Source: an optimization exercise on an open RTL-to-GDS flow (aim: small area). Production flows keep margins and buffers that such runs may drop. For this run, only the layout was checked, not whether the RTL still works. Power and IR drop assume default switching activity.

**flow/design.v**
```verilog
module fifo #(
    parameter WIDTH         = 32,
    parameter DEPTH         = 64
)(
    input   logic                       clk,
    input   logic                       i_push,
    input   logic [WIDTH-1:0]           i_wdata,
    input   logic                       i_pop,
    output  logic [WIDTH-1:0]           o_rdata,
    output  logic                       o_full,
    output  logic                       o_empty,
    input   logic                       rst_n                
);
    localparam  PTR_W   = $clog2(DEPTH);
    logic [WIDTH-1:0]               mem [DEPTH];
    logic [PTR_W:0]                 wptr, rptr;
    always_comb begin
        o_empty     = 0;
        o_full      = 0;
        if (wptr[PTR_W-1:0] == rptr[PTR_W-1:0]) begin
            if (wptr[PTR_W] != rptr[PTR_W]) o_full = 1;
            else                            o_empty = 1;
        end 
    end
    assign o_rdata      = mem[rptr[PTR_W-1:0]];
    always_ff @ (posedge clk, negedge rst_n) begin
        if (~rst_n) begin
            for (int i = 0; i < DEPTH; i++)
                mem[i]                  <= '0;
            wptr                    <= '0;
        end else begin
            if (~o_full && i_push) begin
                mem[wptr[PTR_W-1:0]]    <= i_wdata;
                wptr                    <= wptr + 1'b1;
            end
        end
    end
    always_ff @ (posedge clk, negedge rst_n) begin
        if (~rst_n) begin
            rptr                    <= '0;
        end else begin
            if (~o_empty && i_pop) begin
                rptr                    <= rptr + 1'b1;
            end
        end
    end
endmodule
module uart_tx #(
    parameter DATA_WIDTH    = 8
)(
    input   logic                       clk,
    input   logic                       i_tx_en,
    input   logic [DATA_WIDTH-1:0]      i_tx_data,
    input   logic                       i_cfg_parity,
    input   logic [1:0]                 i_cfg_bits,
    input   logic [1:0]                 i_cfg_baud,
    output  logic                       o_tx_serial,
    output  logic                       o_tx_busy,
    output  logic                       o_tx_done,
    input   logic                       rst_n                
);
    enum {IDLE, START, DATA, PARITY, STOP} state;
    logic [15:0]                    baud_cnt;
    logic [15:0]                    baud_cnt_lmt;
    logic [2:0]                     bit_cnt;
    logic [2:0]                     bit_lmt;
    logic [7:0]                     tx_data_reg;
    logic                           tx_parity_reg;
    always_comb begin
        baud_cnt_lmt        = '0;
        case (i_cfg_baud)
            2'b00: baud_cnt_lmt     = 14'd867;       
            2'b01: baud_cnt_lmt     = 14'd5207;      
            2'b10: baud_cnt_lmt     = 14'd10415;     
        endcase
    end
    always_comb begin
        case (i_cfg_bits)
            2'b00: bit_lmt          = 3'd4;
            2'b01: bit_lmt          = 3'd5;
            2'b10: bit_lmt          = 3'd6;
            2'b11: bit_lmt          = 3'd7;
        endcase
    end
    always_comb begin
        o_tx_serial = 1'b1;
        case (state)
            IDLE:   o_tx_serial = 1'b1;
            START:  o_tx_serial = 1'b0;
            DATA:   o_tx_serial = tx_data_reg[bit_cnt];
            PARITY: o_tx_serial = tx_parity_reg;
            STOP:   o_tx_serial = 1'b1;
        endcase
    end
    assign o_tx_busy    = ~(state == IDLE);
    always_ff @ (posedge clk, negedge rst_n) begin
        if (~rst_n) begin
            state           <= IDLE;
            baud_cnt        <= '0;
            bit_cnt         <= '0;  
            tx_data_reg     <= '0;
            tx_parity_reg   <= 0; 
            o_tx_done       <= 1'b0; 
        end else begin
            case (state)
                IDLE: begin
                    o_tx_done       <= 1'b0;
                    if (~o_tx_busy && i_tx_en) begin
                        tx_data_reg     <= i_tx_data;
                        tx_parity_reg   <= 1'b0;
                        state           <= START;                        
                    end
                end
                START: begin
                    if (baud_cnt == baud_cnt_lmt) begin
                        baud_cnt        <= '0;
                        state           <= DATA;                        
                    end else begin
                        baud_cnt        <= baud_cnt + 1'b1;
                    end
                end
                DATA: begin
                    if (baud_cnt == baud_cnt_lmt) begin
                        baud_cnt        <= '0;
                        tx_parity_reg   <= tx_parity_reg ^ tx_data_reg[bit_cnt];
                        if (bit_cnt == bit_lmt) begin
                            bit_cnt         <= '0;
                            state           <= (i_cfg_parity) ? PARITY : STOP;
                        end else begin
                            bit_cnt         <= bit_cnt +1'b1;
                        end                      
                    end else begin
                        baud_cnt        <= baud_cnt + 1'b1;
                    end
                end
                PARITY: begin
                    if (baud_cnt == baud_cnt_lmt) begin
                        baud_cnt        <= '0;
                        state           <= STOP;                        
                    end else begin
                        baud_cnt        <= baud_cnt + 1'b1;
                    end
                end
                STOP: begin
                    if (baud_cnt == baud_cnt_lmt) begin
                        baud_cnt        <= '0;
                        state           <= IDLE;
                        o_tx_done       <= 1'b1;                        
                    end else begin
                        baud_cnt        <= baud_cnt + 1'b1;
                    end
                end
            endcase
        end
    end
endmodule
module uart_rx #(
    parameter DATA_WIDTH    = 8
)(
    input   logic                       clk,
    input   logic                       i_rx_en,
    input   logic                       i_rx_serial,
    input   logic                       i_cfg_parity,
    input   logic [1:0]                 i_cfg_bits,
    input   logic [1:0]                 i_cfg_baud,
    output  logic [DATA_WIDTH-1:0]      o_rx_data,
    output  logic                       o_rx_busy,
    output  logic                       o_rx_done,
    input   logic                       rst_n                
);
    enum {IDLE, START, DATA, PARITY, STOP} state;
    logic [15:0]                    baud_cnt;
    logic [15:0]                    baud_cnt_lmt;
    logic [2:0]                     bit_cnt;
    logic [2:0]                     bit_lmt;
    logic [7:0]                     rx_data_reg;
    logic                           rx_parity_err;
    always_comb begin
        baud_cnt_lmt        = '0;
        case (i_cfg_baud)
            2'b00: baud_cnt_lmt     = 14'd867;       
            2'b01: baud_cnt_lmt     = 14'd5207;      
            2'b10: baud_cnt_lmt     = 14'd10415;     
        endcase
    end
    always_comb begin
        case (i_cfg_bits)
            2'b00: bit_lmt          = 3'd4;
            2'b01: bit_lmt          = 3'd5;
            2'b10: bit_lmt          = 3'd6;
            2'b11: bit_lmt          = 3'd7;
        endcase
    end
    assign o_rx_busy    = ~(state == IDLE);
    always_ff @ (posedge clk, negedge rst_n) begin
        if (~rst_n) begin
            state           <= IDLE;
            baud_cnt        <= '0;
            bit_cnt         <= '0;  
            o_rx_data         <= '0;
            rx_data_reg     <= '0;
            rx_parity_err   <= 1'b0; 
            o_rx_done       <= 1'b0;
        end else begin
            case (state)
                IDLE: begin
                    rx_parity_err       <= 1'b0;
                    o_rx_done           <= 1'b0;
                    if (~o_rx_busy && i_rx_en && ~i_rx_serial) begin
                        state           <= START;
                    end
                end
                START: begin
                    if (baud_cnt == baud_cnt_lmt[13:1]) begin
                        baud_cnt        <= '0;
                        if (~i_rx_serial) state           <= DATA;
                    end else begin
                        baud_cnt        <= baud_cnt + 1'b1;
                    end
                end
                DATA: begin
                    if (baud_cnt == baud_cnt_lmt) begin
                        baud_cnt        <= '0;
                        rx_data_reg[bit_cnt] <= i_rx_serial;
                        rx_parity_err   <= rx_parity_err ^ i_rx_serial;
                        if (bit_cnt == bit_lmt) begin
                            bit_cnt         <= '0;
                            state           <= (i_cfg_parity) ? PARITY : STOP;
                        end else begin
                            bit_cnt         <= bit_cnt +1'b1;
                        end                      
                    end else begin
                        baud_cnt        <= baud_cnt + 1'b1;
                    end
                end
                PARITY: begin
                    if (baud_cnt == baud_cnt_lmt) begin
                        baud_cnt        <= '0;
                        state           <= STOP;
                        rx_parity_err   <= rx_parity_err ^ i_rx_serial;
                    end else begin
                        baud_cnt        <= baud_cnt + 1'b1;
                    end
                end
                STOP: begin
                    if (baud_cnt == baud_cnt_lmt + baud_cnt_lmt[13:1]) begin
                        baud_cnt        <= '0;
                        state           <= IDLE;
                        o_rx_data       <= rx_data_reg;
                        o_rx_done       <= 1'b1;
                    end else begin
                        baud_cnt        <= baud_cnt + 1'b1;
                    end
                end
            endcase
        end
    end
endmodule
module uart_fifo_top (
    input  logic        clk,
    input  logic        rst_n,
    input  logic        cfg_parity,
    input  logic [1:0]  cfg_bits,
    input  logic [1:0]  cfg_baud,
    input  logic        tx_push,
    input  logic [7:0]  tx_wdata,
    output logic        tx_full,
    output logic        tx_empty,
    output logic        tx_serial,
    output logic        tx_busy,
    output logic        tx_done,
    input  logic        rx_en,
    input  logic        rx_serial,
    input  logic        rx_pop,
    output logic [7:0]  rx_rdata,
    output logic        rx_full,
    output logic        rx_empty,
    output logic        rx_busy,
    output logic        rx_done
);
    logic [7:0] tx_fifo_rdata;
    logic       tx_start;
    logic [7:0] rx_data;
    assign tx_start = ~tx_empty & ~tx_busy;
    fifo #(.WIDTH(8), .DEPTH(64)) u_tx_fifo (
        .clk     (clk),
        .i_push  (tx_push),
        .i_wdata (tx_wdata),
        .i_pop   (tx_start),
        .o_rdata (tx_fifo_rdata),
        .o_full  (tx_full),
        .o_empty (tx_empty),
        .rst_n   (rst_n)
    );
    uart_tx #(.DATA_WIDTH(8)) u_uart_tx (
        .clk          (clk),
        .i_tx_en      (tx_start),
        .i_tx_data    (tx_fifo_rdata),
        .i_cfg_parity (cfg_parity),
        .i_cfg_bits   (cfg_bits),
        .i_cfg_baud   (cfg_baud),
        .o_tx_serial  (tx_serial),
        .o_tx_busy    (tx_busy),
        .o_tx_done    (tx_done),
        .rst_n        (rst_n)
    );
    uart_rx #(.DATA_WIDTH(8)) u_uart_rx (
        .clk          (clk),
        .i_rx_en      (rx_en),
        .i_rx_serial  (rx_serial),
        .i_cfg_parity (cfg_parity),
        .i_cfg_bits   (cfg_bits),
        .i_cfg_baud   (cfg_baud),
        .o_rx_data    (rx_data),
        .o_rx_busy    (rx_busy),
        .o_rx_done    (rx_done),
        .rst_n        (rst_n)
    );
    fifo #(.WIDTH(8), .DEPTH(64)) u_rx_fifo (
        .clk     (clk),
        .i_push  (rx_done),
        .i_wdata (rx_data),
        .i_pop   (rx_pop),
        .o_rdata (rx_rdata),
        .o_full  (rx_full),
        .o_empty (rx_empty),
        .rst_n   (rst_n)
    );
endmodule
```
**flow/run.sh**
```bash
#!/bin/bash
# synth_recipe.tcl (not shown) runs the flow's synth.tcl, then flattens the netlist and writes it again
# the make line also repeats each setting of config.mk as NAME=value (left out here)
make -C /OpenROAD-flow-scripts/flow DESIGN_CONFIG=/design/flow/config.mk WORK_HOME=/design/flow/orfs CLKGATE_MAP_FILE= SYNTH_SCRIPT=/design/flow/synth_recipe.tcl finish
```
**flow/config.mk**
```make
export PLATFORM = sky130hd
export DESIGN_NAME = uart_fifo_top
export DESIGN_NICKNAME = uart_fifo_top
export VERILOG_FILES = /design/flow/design.v
export SDC_FILE = /design/flow/constraint.sdc
export NUM_CORES = 4
export LEC_CHECK = 0
export CAP_MARGIN = 20
export CORE_MARGIN = 2
export CORE_UTILIZATION = 40
export SLEW_MARGIN = 20
```
**flow/constraint.sdc**
```tcl
create_clock -name core_clock -period 10.0 [get_ports {clk}]
set_input_delay 2.0000 -clock core_clock [delete_from_list [all_inputs] [get_ports {clk}]]
set_output_delay 2.0000 -clock core_clock [all_outputs]
set_load 0.01 [all_outputs]
```
==> impl_metrics.csv <==
group,metric,value,unit
layout,layout_stage_area_growth_over_the_synthesis_result,13.00,%
routing,wire_per_inst,34.47,um
floorplanning,fp.coreArea,129200,sq um
sta,clock-skew-final,0.04486,ns
global_route,antenna_found_initial,8,
layout,drive_above_1_share,0.3521,
clock_tree,clockBufferDepth,3,
global_route,groute.usage.overall,0.3107,
global_route,grt_max_degree,173,
routing,wl,207.4,mm
layout,biggestRegsByFlops,"u_rx_fifo.mem (512), u_tx_fifo.mem (512)",
worst_setup_path,worstSetupStartpointType,"register",
synth,synth_cells,4136,
job,max_cap_viol_count,0,
clock_tree,clock_tree_from_tritoncts,"done",
layout,fillerInstances,11850,
clock_tree,cts_hold_repair.buffers,0,
sta,rsz0062_at_grt,"no",
routing,antenna_nets_post_route,0,
routing,vias,38410,
clock_tree,clock_buffers_created_by_tritoncts,117,
sta,setup-violations-final,0,
clock_tree,cts_htree_levels,3,
synth,synth_most_common_cell,"sky130_fd_sc_hd__dfrtp_1",
layout,layout.area.seq,28120,sq um
worst_setup_path,critical_path_peak_fanout,25,
synth,synth.largest_area_cell,"sky130_fd_sc_hd__dfrtp_1",
worst_setup_path,reg2reg_depth,11,
synth,syn_area_cell,12.55,sq um
hold_path,worst_hold_path_type,"register to register",
pwr,power.static_leakage,27.34,nW
layout,multi_input_area,22740,sq um
synth,synth_area_leaders,"sky130_fd_sc_hd__dfrtp_1 (54%), sky130_fd_sc_hd__mux2_2 (23%), sky130_fd_sc_hd__a22oi_1 (5.0%), sky130_fd_sc_hd__nor2_1 (1.6%), sky130_fd_sc_hd__nand2_1 (1.4%)",
pwr,max_rail_drop_vdd,0.0001636,V
layout,finish.net_count,4220,
clock_tree,cts.sinks,1123,
sta,relSlewSlack,0.1680,
floorplanning,die_width,364.2,um
synth,mappedNetlistArea,51900,sq um
routing,detail_route.iter0.violations,5574,
synth,ys.warnings.count,4,
sta,finalCritPeriodShare,0.7049,
clock_tree,postCtsResizedCells,0,
worst_setup_path,setup.worst_path.end_class,"output pin",
place,gpl.final_weighted_congestion,1.093,
routing,detailedRoute.firstPassIterationCount,7,
worst_setup_path,crit_required,8.00,ns
sta,slew_at_the_pin_with_the_worst_max_slew_slack,1.217,ns
layout,finish.utilization,0.4541,
synth,yosysSeqAreaShare,0.5415,
synth,syn_nets,4184,
place,hpwl,141.0,mm
floorplanning,initial_core_utilization,0.4019,
sta,max_freq,141.9,MHz
global_route,grt_pass1_wl,291.8,mm
clock_tree,cts.reportedPaths.clkPinSlew,0.06,ns
worst_setup_path,worstPathArrival,5.05,ns
routing,remaining_drc_errors,0,
sta,layout_min_cycle_time,7.049,ns
synth,synth_top_area_share,0.5415,
clock_tree,clkLatencyLatePin,0.80,ns
global_route,grt_overflow_total,0,
sta,finalHoldViolCount,0,
pwr,power_density,208.6,nW/um^2
routing,detail_route.vias_per_cell,6.382,
clock_tree,root_buffer,"sky130_fd_sc_hd__clkbuf_16",
synth,synth_enable_flop_cells,0,
floorplanning,ioPinCount,36,
clock_tree,post-cts-setup-buffer-count,0,
place,port_buffers,35,
synth,ys_types,79,
hold_path,min_delay_path_depth,2,
sta,finalMaxSlewViolations,0,
floorplanning,die_area,132600,sq um
synth,async_reset_ff_frac,1.000,
floorplanning,die_height,364.2,um
synth,yosys_register_bits,1123,
global_route,first_global_vias,37340,
floorplanning,core.rowCount,132,
sta,tns,0,ns
synth,dominantRegCellSynth,"sky130_fd_sc_hd__dfrtp_1",
worst_setup_path,timing.setup.critical_path_class,"register to output pin",
synth,synth.top_cells.by_count,"sky130_fd_sc_hd__dfrtp_1 (1123), sky130_fd_sc_hd__mux2_2 (1040), sky130_fd_sc_hd__a22oi_1 (347)",
status,status,"no timing/DRC/antenna violations",
routing by layer:
| metal | track usage | wire [um] |
|---|---|---|
| met5 | 0 | 65 |
| met4 | 0.1687 | 14190 |
| met3 | 0.07913 | 20080 |
| met2 | 0.4602 | 89530 |
| met1 | 0.4169 | 83580 |
cells by family after synthesis:
| logic type | after synthesis | share of synthesized area |
|---|---|---|
| muxes | 1056 | 0.2295 |
| and+or+nand+nor | 959 | 0.09831 |
| AOI/OAI and AO/OA | 603 | 0.08741 |
| DFF | 1123 | 0.5415 |
| buffers and inverters | 284 | 0.02254 |
| adders and majority gates | 29 | 0.006991 |
| xor gates and xnor gates | 82 | 0.01384 |
final timing paths:
check	from	to	slack, ns
hold reg to reg	u_uart_rx.rx_data_reg[4]	u_uart_rx.o_rx_data[4]	0.47
setup reg to reg	u_tx_fifo.rptr[0]	u_uart_tx.tx_data_reg[6]	5.28
min in group asynchronous	rst_n	u_uart_rx.baud_cnt[9]	1.25
setup / recovery	u_rx_fifo.rptr[4]	rx_rdata[2]	2.95
hold / removal	u_uart_rx.rx_data_reg[4]	u_uart_rx.o_rx_data[4]	0.47
max in group asynchronous	rst_n	u_rx_fifo.mem[33][7]	6.57
layout by cell type, fill, tap and decap left out, types with 10 or more instances in the layout:
cell type	instances
sky130_fd_sc_hd__a21oi_1	31
sky130_fd_sc_hd__clkbuf_8	31
sky130_fd_sc_hd__nand2b_1	22
sky130_fd_sc_hd__nand3_1	96
sky130_fd_sc_hd__nor3_1	35
sky130_fd_sc_hd__nand3b_1	17
sky130_fd_sc_hd__a22oi_1	347
sky130_fd_sc_hd__nor2_1	201
sky130_fd_sc_hd__and3b_1	10
sky130_fd_sc_hd__o21ai_0	41
sky130_fd_sc_hd__xor2_1	41
sky130_fd_sc_hd__a22o_1	11
sky130_fd_sc_hd__nand4_1	94
sky130_fd_sc_hd__nand2_1	188
sky130_fd_sc_hd__clkbuf_1	30
sky130_fd_sc_hd__dfrtp_1	1114
sky130_fd_sc_hd__a221oi_1	12
sky130_fd_sc_hd__and3_1	91
sky130_fd_sc_hd__ha_1	29
sky130_fd_sc_hd__mux2_2	1040
sky130_fd_sc_hd__or4_1	10
sky130_fd_sc_hd__o31ai_1	10
sky130_fd_sc_hd__clkbuf_16	118
sky130_fd_sc_hd__a32oi_1	56
sky130_fd_sc_hd__nor4_1	32
sky130_fd_sc_hd__bufinv_16	11
sky130_fd_sc_hd__a2111oi_0	23
sky130_fd_sc_hd__xnor2_1	41
sky130_fd_sc_hd__buf_4	121
sky130_fd_sc_hd__clkinv_2	17
sky130_fd_sc_hd__clkdlybuf4s50_1	26
sky130_fd_sc_hd__nor2_2	63
sky130_fd_sc_hd__inv_1	36
sky130_fd_sc_hd__mux2i_1	13
sky130_fd_sc_hd__nor2b_1	13
sky130_fd_sc_hd__nand3_2	21
power by group:
part           switching (mW)  internal (mW)
registers               0.423           5.23
clock network            1.98           2.70
logic                    1.09          0.805
cell type report:
| cell class | instances | area share |
|---|---|---|
| Clock inverter | 42 | 0.01062 |
| Multi-Input combinational cell | 2729 | 0.3877 |
| Inverter | 38 | 0.002432 |
| Tap cell | 1742 | 0.03716 |
| Timing Repair Buffer | 163 | 0.02296 |
| Antenna cell | 2 | 0.00008534 |
| Sequential cell | 1123 | 0.4795 |
| Clock buffer | 179 | 0.05954 |
critical path: stages, from the launching register on:
cell                              delay [ns]
sky130_fd_sc_hd__dfrtp_1                0.44
sky130_fd_sc_hd__buf_4                  0.27
sky130_fd_sc_hd__nand2b_1               0.43
sky130_fd_sc_hd__nor2_1                 0.41
sky130_fd_sc_hd__a22oi_1                0.60
sky130_fd_sc_hd__nand2_1                0.10
sky130_fd_sc_hd__nor4_1                 0.69
sky130_fd_sc_hd__nand4_1                0.47
sky130_fd_sc_hd__mux2_2                 0.40
sky130_fd_sc_hd__clkdlybuf4s50_1        0.48
through the flow:
stage          setup WS [ns]  power [mW]  area, sq um  std cells  hold slack, ns
4_1_cts                3.109       12.22        58600       6014          0.4770
3_5_place_dp           3.934       7.570        54490       5793          0.4619
2_1_floorplan          5.291       6.893        51900       4136          0.4399
3_3_place_gp           3.889       7.510        54470       5793          0.4598
5_1_grt                2.947       12.65        58640       6016          0.4984
6_report               2.952       12.23        58650       6018          0.4694

afterwards: timing with drivers on the ports:
The flow's constraints put no driver on any port. The routed layout listed below was extracted and timed again, unchanged, in two steps. Step 1 sets driving cells, clkbuf_16 on the clock port and buf_2 on the other inputs (assumed; they add their load-dependent delay and slew). Step 2, shift: input delay + t, output delay - t, t = (earliest + latest rising clock arrival at the registers) / 2. This alone moves slack from input paths to output paths. Slacks: ideal ports / drivers / drivers and shift; pairs: ideal ports / drivers.
t, ns: 0.846
setup slack, ns: 2.951 / 2.877 / 3.723
worst register clock-pin slew, ns: 0.08 / 0.08
After both steps this run still meets setup and hold. For this run, drivers alone change the setup slack by -0.074 ns; drivers and shift together by +0.772 ns.
